Context: an optimization exercise on an open-source flow, tuned for small area, a short achievable clock period and few clock cycles. The choices shown serve that exercise and are no tape-out recipe. Only simulation tests tie the RTL to the original design; equivalence was not proved. No activity file was given, so power comes from the tool's default toggle rates.

## flow/config.mk

```make
export PLATFORM = sky130hd
export DESIGN_NAME = risc_v
export DESIGN_NICKNAME = risc_v
export VERILOG_FILES = /design/flow/design.v
export SDC_FILE = /design/flow/constraint.sdc
export NUM_CORES = 4
export LEC_CHECK = 0
export CAP_MARGIN = 20
export CORE_MARGIN = 2
export CORE_UTILIZATION = 40
export SLEW_MARGIN = 20
```

## flow/constraint.sdc

```tcl
create_clock -name core_clock -period 10.0 [get_ports {clk}]
set_input_delay 2.0000 -clock core_clock [delete_from_list [all_inputs] [get_ports {clk}]]
set_output_delay 2.0000 -clock core_clock [all_outputs]
set_load 0.01 [all_outputs]
```

## flow/design.v

```verilog
`timescale 1ns/1ns
module risc_v(clk, rst, imem_addr, imem_rdata, dmem_addr, dmem_wdata, dmem_we, dmem_rdata);
    input clk, rst;
    output [31:0] imem_addr;
    input  [31:0] imem_rdata;
    output [31:0] dmem_addr;
    output [31:0] dmem_wdata;
    output dmem_we;
    input  [31:0] dmem_rdata;
    wire RegWriteD, MemWriteD, ALUSrc2D, branchD,luiD;
    wire [1:0] ResultSrcD, PCSrcD, branch_selD;
    wire [2:0] ALUControlD, ImmSrcD;
    wire [6:0] opcode;
    wire[2:0] func3;
    wire[6:0] func7;
    datapath dp(clk, rst, RegWriteD, MemWriteD, ResultSrcD, PCSrcD,
                ALUSrc2D, ALUControlD, ImmSrcD, branchD,luiD,branch_selD, 
                opcode, func3, func7,
                imem_addr, imem_rdata, dmem_addr, dmem_wdata, dmem_we, dmem_rdata);
    controller cntr(opcode, func3, func7, 
                    PCSrcD, ResultSrcD, MemWriteD, ALUControlD, ALUSrc2D, ImmSrcD, RegWriteD, branchD, luiD, branch_selD);
endmodule
`timescale 1ns/1ns
module datapath(clk, rst, RegWriteD, MemWriteD, ResultSrcD, PCSrcD,
                ALUSrc2D, ALUControlD, ImmSrcD, branchD,luiD,branch_selD, 
                opcode, func3, func7,
                imem_addr, imem_rdata, dmem_addr, dmem_wdata, dmem_we, dmem_rdata);
    input clk, rst, RegWriteD, MemWriteD, ALUSrc2D, branchD,luiD;
    input[1:0] ResultSrcD, PCSrcD, branch_selD;
    input[2:0] ALUControlD, ImmSrcD;
    output [6:0] opcode;
    output[2:0] func3;
    output[6:0] func7;
    output [31:0] imem_addr;
    input  [31:0] imem_rdata;
    output [31:0] dmem_addr;
    output [31:0] dmem_wdata;
    output dmem_we;
    input  [31:0] dmem_rdata;
    wire [4:0] A1, A2, A3, Rs1D, Rs2D, RdD, Rs1E, Rs2E, RdE, RdM, RdW;
    wire stallF,stallD,flushD;
    wire[1:0] PCSrcE,PCSrc_undone;
    wire[31:0] PCPlus4F,PCTargetE,ALUResultE,PCF,PC_outF,instrF;
    wire[31:0] PCPlus4D,instrD, PCD, ImmExtD;
    wire [31:0] ResultW, WD, RD1, RD2;
    wire flushE;
    wire RegWriteE, MemWriteE, ALUSrc2E, branchE,luiE,out;
    wire[1:0] ResultSrcE,branch_selE;
    wire[2:0] ALUControlE;
    wire [31:0]PCPlus4E, RD1E, RD2E, PCE, SrcAE, SrcBE,writeDataE,ImmExtE;
    wire[1:0] ForwardAE,ForwardBE;
    wire lt, bge, zero;
    wire [31:0] mux_outM, writeDataM, ALUResultM, PCPlus4M, ReadDataM;
    wire RegWriteM, MemWriteM,luiM;
    wire[1:0] ResultSrcM;
    wire[31:0] ImmExtM;   
    wire [31:0] ALUResultW, PCPlus4W, ReadDataW;
    wire RegWriteW;
    wire[1:0] ResultSrcW;
    wire[31:0] ImmExtW;    
    mux3 pc_selector(PCSrcE, PCPlus4F, PCTargetE, ALUResultE, PCF);
    Register PC_reg(PCF, ~stallF, rst, clk, PC_outF);
    assign imem_addr = PC_outF;
    assign instrF = imem_rdata;
    adder_4 pc_updator(PC_outF, PCPlus4F);
    RegIF_ID F_to_D(clk, rst, ~stallD, flushD, instrF, PC_outF, PCPlus4F, PCPlus4D,instrD, PCD);
    assign A1 = instrD[19:15];
    assign A2 = instrD[24:20];
    assign A3 = instrD[11:7];
    assign WD = ResultW;
    assign opcode = instrD[6:0];
    assign func3 = instrD[14:12];
    assign func7 = instrD[31:25];
    assign Rs1D=A1;
    assign Rs2D=A2;
    assign RdD=A3;
    regfile register_file(clk,rst, RegWriteW, A1, A2, RdW, WD, RD1, RD2); 
    extension_unit extnd(instrD, ImmSrcD, ImmExtD);
    RegID_EX D_to_E(clk, rst, flushE, RegWriteD, ResultSrcD, MemWriteD, branchD, ALUControlD, ALUSrc2D, 
                RD1, RD2, PCD, Rs1D, Rs2D, RdD, ImmExtD, PCPlus4D, luiD,
                RegWriteE, ALUSrc2E, MemWriteE, luiE,
                branchE, ALUControlE, ResultSrcE, RD1E, RD2E, PCE,Rs1E,
                Rs2E,RdE, ImmExtE,PCPlus4E,PCSrcD , PCSrc_undone,branch_selD,branch_selE);
    ALU alu_comp(SrcAE, SrcBE, ALUControlE, ALUResultE, zero, bge, lt);
    mux3 A_input(ForwardAE, RD1E, ResultW, mux_outM, SrcAE);
    mux3 B_input(ForwardBE, RD2E, ResultW, mux_outM, writeDataE);
    mux2 src1_alu_selector(ALUSrc2E, writeDataE ,ImmExtE, SrcBE);
    adder_imm pc_target_counter(PCE, ImmExtE, PCTargetE);
    pc_select pc_en(branch_selE, zero, zero, lt, bge, PCSrc_undone,branchE, PCSrcE);
    RegEX_MEM E_to_M(clk, rst, RegWriteE, ResultSrcE, MemWriteE,
                 ALUResultE, writeDataE, RdE, PCPlus4E, luiE, ImmExtE,
                 RegWriteM, ResultSrcM, MemWriteM, ALUResultM,
                 writeDataM, RdM, PCPlus4M, luiM, ImmExtM);
    assign dmem_addr = ALUResultM;
    assign dmem_wdata = writeDataM;
    assign dmem_we = MemWriteM;
    assign ReadDataM = dmem_rdata;
    mux2 lui_select(luiM,ALUResultM,ImmExtM, mux_outM);
    RegMEM_WB M_to_W(clk, rst, RegWriteM, ResultSrcM, ALUResultM, ReadDataM, RdM, PCPlus4M,ImmExtM, 
                ImmExtW, RegWriteW, ResultSrcW, ALUResultW, ReadDataW, RdW, PCPlus4W);
    mux4 result_selector(ResultSrcW, ALUResultW, ReadDataW, PCPlus4W, ImmExtW, ResultW);
    HazardUnit hazard(
        .Rs1D(Rs1D), .Rs2D(Rs2D), .RdE(RdE), .RdM(RdM), 
        .RdW(RdW), .Rs2E(Rs2E), .Rs1E(Rs1E), .stallF(stallF),
        .PCSrcE(PCSrcE), .resultSrc0(ResultSrcE[0]), 
        .regWriteW(RegWriteW),.regWriteM(RegWriteM), 
        .stallD(stallD), .flushD(flushD), .flushE(flushE), 
        .forwardAE(ForwardAE), .forwardBE(ForwardBE)
    );
endmodule
`timescale 1ns/1ns
module controller (opcode, func3, func7, 
                    PCSrc, ResultSrc, MemWrite, ALUControl, ALUSrc2, ImmSrc, RegWrite, branch, lui, branch_sel);
    input [6:0] opcode;
    input [2:0] func3;
    input [6:0] func7;
    output  MemWrite, RegWrite, branch,ALUSrc2,lui;
    output [1:0] PCSrc, ResultSrc,branch_sel;
    output [2:0] ALUControl, ImmSrc;
    reg MemWrite, branch, ALUSrc2,lui,RegWrite;
    reg [1:0] PCSrc, ResultSrc,branch_sel;
    reg [2:0] ALUControl, ImmSrc;
    wire [9:0] function_choose={func7,func3};
    always @(*) begin
        {MemWrite, RegWrite} =2'd0;
        {PCSrc, ResultSrc, ALUSrc2} =5'd0;
        {ALUControl, ImmSrc} =6'd0;
        {branch,lui}=2'b00;
        branch_sel=2'b00;
        case (opcode)
            7'd51: case (function_choose)
                10'd0: {RegWrite}=2'b1;               
                10'd256:begin
                    RegWrite=1'b1;
                    ALUControl=3'b001;
                end            
                10'd6:begin
                    RegWrite=1'b1;
                    ALUControl=3'b011;
                end               
                10'd7:begin
                    ALUControl=3'b010;
                    RegWrite=1'b1;
                end               
                10'd2:begin
                    RegWrite=1'b1;
                    ALUControl=3'b101;
                end               
                10'd3:begin
                    ALUControl=3'b110;
                    RegWrite=1'b1;
                end                
            endcase 
            7'd19:case (func3)
                3'b000:begin
                    RegWrite=1'b1;
                    ALUSrc2=1'b1;
                end      
                3'b100:begin
                    ALUControl=3'b100;
                    RegWrite=1'b1;
                    ALUSrc2=1'b1;
                end      
                3'b110:begin
                    ALUControl=3'b011;
                    RegWrite=1'b1;
                    ALUSrc2=1'b1;
                end      
                3'b010:begin
                    ALUControl=3'b101;
                    RegWrite=1'b1;
                    ALUSrc2=1'b1;
                end      
                3'b011:begin
                    ALUControl=3'b110;
                    ALUSrc2=1'b1;
                    RegWrite=1'b1;
                end      
            endcase
            7'd3:begin
                ResultSrc=2'b01;
                ALUSrc2=1'b1;
                RegWrite=1'b1;
            end            
            7'd35:begin
                MemWrite=1'b1;
                ImmSrc=3'b001;
                ALUSrc2=1'b1;
            end           
            7'd99:case (func3)
                3'b000:begin
                    branch=1'b1;
                    ImmSrc=3'd2;
                    branch_sel=2'b00;
                end              
                3'b001:begin
                    branch=1'b1;
                    ImmSrc=3'd2;
                    branch_sel=2'b01;
                end              
                3'b100:begin
                    branch=1'b1;
                    ImmSrc=3'd2;
                    branch_sel=2'b10;
                end              
                3'b101:begin
                    branch=1'b1;
                    branch_sel=2'b11;
                    ImmSrc=3'd2;
                end    
            endcase
            7'd55:begin
                ImmSrc= 3'b011;
                RegWrite= 1'b1;
                ResultSrc=2'b11;
                lui=1'b1;
            end            
            7'd111:begin
                PCSrc=2'b01;
                ResultSrc=2'b10;
                ImmSrc=3'b100;
                RegWrite=1'b1;
            end             
            7'd103:begin
                PCSrc=2'b10;
                ResultSrc=2'b10;
                RegWrite=1'b1;
                ALUSrc2=1'b1;
            end  
        endcase
    end
endmodule
module HazardUnit(Rs1D, Rs2D, RdE, RdM, RdW, Rs2E, Rs1E,
                 PCSrcE, resultSrc0, regWriteW,
                 regWriteM, stallF, stallD, flushD,
                 flushE, forwardAE, forwardBE);
    input [4:0] Rs1D, Rs2D, RdE, RdM, RdW, Rs1E, Rs2E;
    input [1:0] PCSrcE;
    input regWriteM, regWriteW, resultSrc0;
    output reg [1:0] forwardAE, forwardBE;
    output stallF, stallD, flushD, flushE;
    always @(Rs1E or RdM or RdW or regWriteM or regWriteW) begin
        if(Rs1E == 5'b0)
            forwardAE <= 2'b00;
        else if((Rs1E == RdM) && regWriteM)
            forwardAE <= 2'b10;
        else if((Rs1E == RdW) && regWriteW)
            forwardAE <= 2'b01;
        else 
            forwardAE <= 2'b00;
    end    
    always @(Rs2E or RdM or RdW or regWriteM or regWriteW) begin
        if(Rs2E == 5'b0)
            forwardBE <= 2'b00;
        else if((Rs2E == RdM) && regWriteM)
            forwardBE <= 2'b10;
        else if((Rs2E == RdW) && regWriteW)
            forwardBE <= 2'b01;
        else 
            forwardBE <= 2'b00;
    end 
    wire lwStall;
    assign lwStall = ((((Rs1D == RdE) || (Rs2D == RdE)) && resultSrc0)) ? 1'b1 : 1'b0;
    assign stallF = lwStall;
    assign stallD = lwStall;
    assign flushD = (PCSrcE != 2'b00) ? 1'b1 : 1'b0 ;
    assign flushE = lwStall || (PCSrcE != 2'b00);
endmodule
`timescale 1ns/1ns
module ALU (SrcA, SrcB, ALUControl, ALUResult, zero, bge, lt);
    input [31:0] SrcA, SrcB;
    input [2:0] ALUControl;
    output [31:0] ALUResult;
    output  zero, bge, lt;
    reg [31:0] ALUResult;
    wire [1:0] mode_choose;
    assign mode_choose={SrcA[31],SrcB[31]};
    always @(*) begin
        case (ALUControl)
            3'd0: ALUResult=SrcA+SrcB;
            3'd1: ALUResult=SrcA-SrcB;
            3'd2: ALUResult=SrcA & SrcB;
            3'd3: ALUResult=SrcA | SrcB;
            3'd4: ALUResult= SrcA ^ SrcB;
            3'd5:case (mode_choose)
                2'b00: ALUResult = (SrcA < SrcB) ? 32'd1 : 32'd0;
                2'b01: ALUResult = 32'd0;
                2'b10: ALUResult = 32'd1;
                2'b11: ALUResult= (SrcA < SrcB) ? 32'd1 : 32'd0;  
            endcase  
            3'd6: ALUResult= (SrcA < SrcB) ? 32'd1 : 32'd0;  
            default: ALUResult=32'd0;
        endcase
    end
    assign zero = (SrcA == SrcB)? 1'b1 :1'b0;
    assign bge =($signed(SrcA) >= $signed(SrcB))? 1'b1 :1'b0;
    assign lt =($signed(SrcA) < $signed(SrcB))? 1'b1 :1'b0;
endmodule
module RegEX_MEM(clk, rst, regWriteE, resultSrcE, memWriteE,
                 ALUResultE, writeDataE, RdE, PCPlus4E, luiE, extImmE,
                 regWriteM, resultSrcM, memWriteM, ALUResultM,
                 writeDataM, RdM, PCPlus4M, luiM,extImmM);
    input clk, rst, memWriteE, regWriteE, luiE;
    input [1:0] resultSrcE;
    input [4:0] RdE;
    input [31:0] ALUResultE, writeDataE, PCPlus4E, extImmE;
    output reg  memWriteM, regWriteM , luiM;
    output reg [1:0] resultSrcM;
    output reg [4:0] RdM;
    output reg [31:0] ALUResultM, writeDataM, PCPlus4M, extImmM;
    always @(posedge clk or posedge rst) begin
        if (rst) begin
            ALUResultM <= 32'b0;
            writeDataM <= 32'b0;
            PCPlus4M   <= 32'b0;
            extImmM    <= 32'b0;
            RdM        <= 5'b0;
            memWriteM  <= 1'b0;
            regWriteM  <= 1'b0;
            resultSrcM <= 2'b0;
            luiM       <= 1'b0;
        end 
        else begin
            ALUResultM <= ALUResultE;
            writeDataM <= writeDataE;
            PCPlus4M   <= PCPlus4E;
            RdM        <= RdE;
            memWriteM  <= memWriteE;
            regWriteM  <= regWriteE;
            resultSrcM <= resultSrcE;
            luiM       <= luiE;
            extImmM    <= extImmE;
        end
    end
endmodule
module RegID_EX(clk, rst, clr, regWriteD, resultSrcD, memWriteD,
                branchD, ALUControlD, ALUSrcD, RD1D, RD2D, PCD,Rs1D,
                Rs2D,RdD, extImmD,PCPlus4D, luiD,
                regWriteE, ALUSrcE, memWriteE, luiE,
                branchE, ALUControlE, resultSrcE, RD1E, RD2E, PCE,Rs1E,
                Rs2E,RdE, extImmE,PCPlus4E,PCSrcD, PCSrc_undone,branch_selD,branch_selE);
    input clk, rst, clr, ALUSrcD, luiD, regWriteD, memWriteD;
    input [31:0] RD1D, RD2D, PCD;
    input [31:0] PCPlus4D, extImmD;
    input [4:0] Rs1D, Rs2D,RdD;
    input [2:0] branchD, ALUControlD;
    input [1:0] resultSrcD,PCSrcD,branch_selD;
    output reg ALUSrcE ,luiE, regWriteE, memWriteE;
    output reg [31:0] RD1E, RD2E, PCE;
    output reg [31:0] PCPlus4E, extImmE;
    output reg [4:0] Rs1E, Rs2E,RdE;
    output reg [2:0] branchE, ALUControlE;
    output reg [1:0] resultSrcE, PCSrc_undone,branch_selE;
    always @(posedge clk or posedge rst) begin
        if (rst) begin
            regWriteE <= 1'b0;
            memWriteE <= 1'b0;
            ALUControlE <= 3'b000;
            RD1E <= 32'b0;
            RD2E <= 32'b0;
            PCE <= 32'b0;
            PCPlus4E <= 32'b0;
            extImmE <= 32'b0;
            Rs1E <= 5'b0;
            Rs2E <= 5'b0;
            RdE <= 5'b0;
            branchE <= 3'b0;
            ALUSrcE <= 1'b0;
            resultSrcE <= 2'b00;
            luiE <= 1'b0;
            PCSrc_undone <= 2'b00;
            branch_selE <=2'b00;
        end
        else if (clr) begin
            regWriteE <= 1'b0;
            memWriteE <= 1'b0;
            ALUControlE <= 3'b000;
            RD1E <= 32'b0;
            RD2E <= 32'b0;
            PCE <= 32'b0;
            PCPlus4E <= 32'b0;
            extImmE <= 32'b0;
            Rs1E <= 5'b0;
            Rs2E <= 5'b0;
            RdE <= 5'b0;
            branchE <= 3'b0;
            ALUSrcE <= 1'b0;
            resultSrcE <= 2'b00;
            luiE <= 1'b0;
            PCSrc_undone <= 2'b00;
            branch_selE <=2'b00;
        end
        else begin
            regWriteE <= regWriteD;
            memWriteE <= memWriteD;
            ALUControlE <= ALUControlD;
            RD1E <= RD1D;
            RD2E <= RD2D;
            PCE <= PCD;
            PCPlus4E <= PCPlus4D;
            extImmE <= extImmD;
            Rs1E <= Rs1D;
            Rs2E <= Rs2D;
            RdE <= RdD;
            branchE <= branchD;
            ALUSrcE <= ALUSrcD;
            resultSrcE <= resultSrcD;
            luiE <= luiD;
            PCSrc_undone <= PCSrcD;
            branch_selE <= branch_selD;
        end
    end
endmodule
module RegIF_ID(clk, rst, en, clr, instrF, PCF, PCPlus4F, 
                PCPlus4D,instrD, PCD);
    input clk, rst, clr, en;
    input [31:0] instrF, PCF, PCPlus4F;
    output reg [31:0] instrD, PCD, PCPlus4D;
    always @(posedge clk or posedge rst) begin 
        if(rst) begin
            instrD   <= 32'b0;
            PCD      <= 32'b0;
            PCPlus4D <= 3'b0;
        end 
        else if(clr) begin
            instrD   <= 32'b0;
            PCD      <= 32'b0;
            PCPlus4D <= 3'b0;
        end 
        else if(en) begin
            instrD   <= instrF;
            PCD      <= PCF;
            PCPlus4D <= PCPlus4F;
        end
    end
endmodule
module RegMEM_WB(clk, rst, regWriteM, resultSrcM,
                 ALUResultM, ReadDataM, RdM, PCPlus4M,
                extImmM, extImmW, regWriteW, resultSrcW,
                ALUResultW, ReadDataW, RdW, PCPlus4W);
    input clk, rst, regWriteM;
    input [1:0] resultSrcM;
    input [4:0] RdM;
    input [31:0] ALUResultM, ReadDataM, PCPlus4M, extImmM;
    output reg regWriteW;
    output reg [1:0] resultSrcW;
    output reg [4:0] RdW;
    output reg [31:0] ALUResultW, ReadDataW, PCPlus4W, extImmW;
    always @(posedge clk or posedge rst) begin
        if (rst) begin
            regWriteW  <= 32'b0;
            ALUResultW <= 32'b0;
            PCPlus4W   <= 32'b0;
            ReadDataW  <= 32'b0;
            RdW        <= 5'b0;
            resultSrcW <= 2'b0;
            extImmW    <= 32'b0;
        end 
        else begin
            regWriteW  <= regWriteM; 
            ALUResultW <= ALUResultM;
            PCPlus4W   <= PCPlus4M;
            ReadDataW        <= ReadDataM;
            RdW        <= RdM;
            resultSrcW <= resultSrcM;
            extImmW    <= extImmM;
        end
    end
endmodule
module Register(in, en, rst, clk, out);
    input [31:0] in;
    input en, clk, rst;
    output reg [31:0] out;
    always @(posedge clk or posedge rst) begin
        if(rst)
            out <= {32{1'b0}};
        else if(en)
            out <= in;
    end
endmodule
`timescale 1ns/1ns
module adder_4(PC, PCPlus4);
    input [31:0] PC;
    output [31:0] PCPlus4;
    wire co;
    assign {co,PCPlus4} = PC + 32'd4;
endmodule
`timescale 1ns/1ns
module adder_imm(PC, immediate_data, PCTarget);
    input [31:0] PC;
    input [31:0] immediate_data;
    output [31:0] PCTarget;
    wire co;
    assign {co,PCTarget} = PC+immediate_data;
endmodule
`timescale 1ns/1ns
module extension_unit (instruction, ImmSrc, ImmExt);
    input [31:0] instruction;
    input [2:0] ImmSrc;
    output [31:0] ImmExt;
    reg [31:0] ImmExt;
    always @(*) begin
        case (ImmSrc)
            3'd0: ImmExt={{20{instruction[31]}},instruction[31:20]};  
            3'd1: ImmExt={{20{instruction[31]}},instruction[31:25],instruction[11:7]};  
            3'd2: ImmExt={{20{instruction[31]}},instruction[7],instruction[30:25],instruction[11:8],1'b0};  
            3'd3: ImmExt={instruction[31:12],12'd0};  
            3'd4: ImmExt={{12{instruction[31]}},instruction[19:12],instruction[20],instruction[30:21],1'b0};  
            3'd5:  ImmExt =32'd0;
            default: ImmExt =32'd0; 
        endcase
    end
endmodule
`timescale 1ns/1ns
module mux2(select, Src1, Src2, out);
    input select;
    input [31:0] Src1, Src2;
    output [31:0] out;
    reg [31:0] out;
    always @(*) begin
        case (select)
            1'd0: out= Src1;
            1'd1: out= Src2;
            default: out=32'd0;
        endcase
    end
endmodule
`timescale 1ns/1ns
module mux3(select, Src1, Src2, Src3, out);
    input [1:0]select;
    input [31:0] Src1, Src2, Src3;
    output [31:0] out;
    reg [31:0] out;
    always @(*) begin
        case (select)
            2'd0: out= Src1;
            2'd1: out= Src2;
            2'd2: out= Src3;
            default: out=32'd0;
        endcase
    end
endmodule
`timescale 1ns/1ns
module mux4 (select, Src1, Src2, Src3, Src4, out);
    input [1:0]select;
    input [31:0] Src1, Src2, Src3, Src4;
    output [31:0] out;
    reg [31:0] out;
    always @(*) begin
        case (select)
            2'd0: out= Src1;
            2'd1: out= Src2;
            2'd2: out= Src3;
            2'd3: out= Src4;
            default: out=32'd0;
        endcase
    end
endmodule
`timescale 1ns/1ns
module pc_select (select, Src1, Src2, Src3, Src4, PCSrc_undone,branch, out);
    input [1:0]select,PCSrc_undone;
    input  Src1, Src2, Src3, Src4,branch;
    output[1:0] out;
    reg[1:0] out;
    always @(*) begin
        case (select)
            2'd0: out= (Src1 & branch)?2'b01:PCSrc_undone;
            2'd1: out= (~Src2  &branch )?2'b01:PCSrc_undone;
            2'd2: out= (Src3 & branch)?2'b01:PCSrc_undone;
            2'd3: out= (Src4 & branch)?2'b01:PCSrc_undone;
            default: out=1'd0;
        endcase
    end
endmodule
`timescale 1ns/1ns
module regfile(clk,rst, RegWrite, A1, A2, A3, WD3, RD1, RD2);
    input clk, rst;
    input RegWrite;
    input [4:0] A1;
    input [4:0] A2;
    input [4:0] A3;
    input [31:0] WD3;
    output [31:0] RD1;
    output [31:0] RD2;
    reg [31:0] registers [31:0];
    assign RD1 = (A1 == 5'd0) ? 32'd0 : registers[A1];
    assign RD2 = (A2 == 5'd0) ? 32'd0 : registers[A2];
    always @(negedge clk) begin
      if (RegWrite & A3 !=5'd0)
	    begin
	        registers[A3] <= WD3;
      end
    end
endmodule
```

## flow/run.sh

```bash
#!/bin/bash
# synth_recipe.tcl (not shown) runs the flow's synth.tcl, then flattens the netlist and writes it again
# the make line also repeats each setting of config.mk as NAME=value (left out here)
make -C /OpenROAD-flow-scripts/flow DESIGN_CONFIG=/design/flow/config.mk WORK_HOME=/design/flow/orfs CLKGATE_MAP_FILE= SYNTH_SCRIPT=/design/flow/synth_recipe.tcl finish
```

==> run summary <==
root buffer cell=clkbuf_16; first-pass GRT wire length=between 300000 and 400000 um; post-layout util=0.4810; Netlist cell types=95; post-synth top area share=0.4084; switch share=0.3323; Setup-failing EPs final=0; XOR/XNOR Fraction of Synth Area=0.01128; PortBufs=about 160; Largest Register=dp.register_file.registers; Critical Path Stages=27; Min-Delay Path Class=flop to flop; clock network power share=0.388; dpl cell area=approximately 80000 um^2; Die Span Y=437.9 um; Max IR drop VDD=approximately 0.19 mV; endpoints failing hold=0; share of layout cells above drive strength 1=0.1917; Pwr Density=roughly 240 nW/um^2; die width=between 400 and 500 um; Die ar.=approximately 190000 um^2; I/O pin cnt=roughly 160; fmax=between 0.1 and 0.15 GHz; area of the core=around 190000 um^2; # hold bufs at CTS=0; vias=approximately 50000; Comb pwr share=0.193; sequential share of power=0.419; final net count=between 6000 and 7000; delay of the slowest critical-path stage=between 0.7 and 0.8 ns; Critical Path AT=a little under 10 ns; Clock Pin Slew Worst Setup and Hold Paths=approximately 0.06 ns; grt ovf=0; row count=159; hold-critical path depth=0; Crit path max-delay family=simple AND/OR/NAND/NOR gates; Pint=between 10 and 15 mW; Clock Skew=0.06204 ns; CTS tree=built; switching pwr=approximately 7.2 mW; hpwl dp=~160000 um; Setup Fix Bufs, Post-CTS=0; synth top area cells=edfxtp_1, mux4_2, dfrtp_1, ha_1, nor2_1; Post-DRT Antenna Nets=0; # clock sinks=~1600; worst relative slew slack=0.2512; Initial DRT Pass Iterations=6; DR iter-0 viols=a little over 5000; Simple-Gate Fraction of Synth Area=0.05921; CTS-repair resized insts=0; register bit total from synthesis=~1600; Critical Path Source Type=flop; largest family of logic cells by synthesized area=multiplexers; largest net degree at the start of global routing=160; design area=between 90000 and 100000 um^2; routed wire length=between 200000 and 250000 um; CTS max path bufs=3; min cycle time layout=between 8 and 9 ns; detailed-route vias per instance=between 5 and 6; drt drc=0; Initial Util=0.4018; initial antenna violation count=12; Post-synth EDFFs=just over 1000; total power=roughly 22 mW; crit-path max FO=33; sequential element share of the synthesized area=0.6035; max reg flops=roughly 1000; Post-Synth Adder-Cell Area=0.02233; vias in the first global route=between 50000 and 60000; synthesized area=between 70000 and 80000 um^2; compound-gate portion of the synthesized area=0.06154; total CTS buffers=roughly 170; H-tree level count=4; Wirelength per Cell=roughly 29 um; Global Route Usage Sum=0.2576; Syn Area/Cell=between 15 and 20 um^2; Slew Limit Fails=0; Setup Crit Path Kind=flop to flop; cells after synthesis=roughly 4700; post-synth top area cell=edfxtp_1; Yosys warnings=16; CP bufs+invs=2; fraction of registers with async set/reset=0.3644; CP required=10.74 ns; R2R cell count=27; fin crit share=0.8901; Syn-to-layout area delta=19.73%; Post-synth top flop=edfxtp_1; status=finished clean; later-pin clock latency in the skew report=0.85 ns; unrepaired setup endpoints after global routing=false; worst-margin pin slew=~1.1 ns; Leak Pwr=about 36 nW; Critical-path top delay cell=nor2b_4; post-synthesis mux area share=0.2192; Critical Path End Type=flop; RD Place Congestion=about 0.96; Max-Cap Viols=0
-- layer usage --
metal,wire length (um),track usage,up-vias
li1,-,-,20990
met1,96390,0.3255,26210
met5,69,0,-
met2,120000,0.4069,2486
met3,19810,0.06656,531
met4,12110,0.1405,12
-- cells in the mapped netlist (all sizes together), types with 48 or more instances --
cell / count
nand2: 272
buf: 90
nor2: 374
clkbuf: 242
and2: 86
nand3: 48
inv: 109
mux2i: 114
xnor2: 54
o21ai: 107
ha: 128
dfrtp: 587
mux4: 673
nor3: 55
a221o: 76
edfxtp: 1024
a21oi: 224
a211oi: 50
-- area by class of cell --
type / count / area (um^2)
Antenna cell: 8 / 20.02
Clock buffer: 207 / 4653
Clock inverter: 1139 / 5284
Fill cell: 16210 / 97260
Inverter: 109 / 412.9
Multi-Input combinational cell: 2725 / 28580
Sequential cell: 1611 / 45480
Tap cell: 2495 / 3122
Timing Repair Buffer: 265 / 2595
-- path summary, 6_finish.rpt --
| kind | start | endpoint | slack (ns) |
|---|---|---|---|
| worst max-delay path | dp.D_to_E.Rs2E[1] | dp.D_to_E.RD1E[15] | 1.10 |
| worst min-delay path | dp.E_to_M.PCPlus4M[13] | dp.M_to_W.PCPlus4W[13] | 0.33 |
| worst max register to register | dp.D_to_E.Rs2E[1] | dp.D_to_E.RD1E[15] | 1.10 |
| worst min register to register | dp.E_to_M.PCPlus4M[13] | dp.M_to_W.PCPlus4W[13] | 0.33 |
| max in group asynchronous | rst | dp.F_to_D.instrD[16] | 6.51 |
| min in group asynchronous | rst | dp.M_to_W.ReadDataW[16] | 1.72 |
-- power by group through the flow --
| stage | clock network [mW] | registers (mW) | logic [mW] |
|---|---|---|---|
| final | 8.42 | 9.09 | 4.18 |
| after global routing | 9.16 | 9.13 | 4.49 |
| after CTS | 8.60 | 9.09 | 4.14 |
| after detailed placement | 0.606 | 9.16 | 4.11 |
| after global placement | 0.606 | 9.18 | 4.08 |
| after floorplan | 0.606 | 8.82 | 2.56 |
-- logic make-up after synthesis --
logic type,after synthesis
buf+inv,442
other cells,1
simple gates,976
compound gates,683
mux,805
fa+ha+maj,132
flops,1611
xor+xnor,97
-- layout by cell type, fill, tap and decap left out, types with 49 or more instances in the layout --
cell,count
dfrtp_1,572
mux4_2,673
a21oi_1,224
mux2i_1,114
nor2_1,340
o21ai_0,98
a221o_1,76
a211oi_1,49
nand2_1,269
clkdlybuf4s50_1,162
clkbuf_16,178
nor3_1,50
edfxtp_1,1024
ha_1,128
inv_1,1152
and2_1,83
buf_4,87
xnor2_1,54
-- per-stage QoR --
| stage | instances | hold slack [ns] | setup TNS [ns] | setup slack, ns |
|---|---|---|---|---|
| after floorplan | 4778 | 0.3312 | -0.8154 | -0.001389 |
| after global placement | 7204 | 0.3331 | 0 | 1.278 |
| after detailed placement | 7206 | 0.3347 | 0 | 1.164 |
| after CTS | 8551 | 0.3321 | 0 | 1.129 |
| after global routing | 8555 | 0.3471 | 0 | 0.6445 |
| final | 8559 | 0.3321 | 0 | 1.099 |
Testbench counts, summed over its fixed seeds: cycles 37,703.
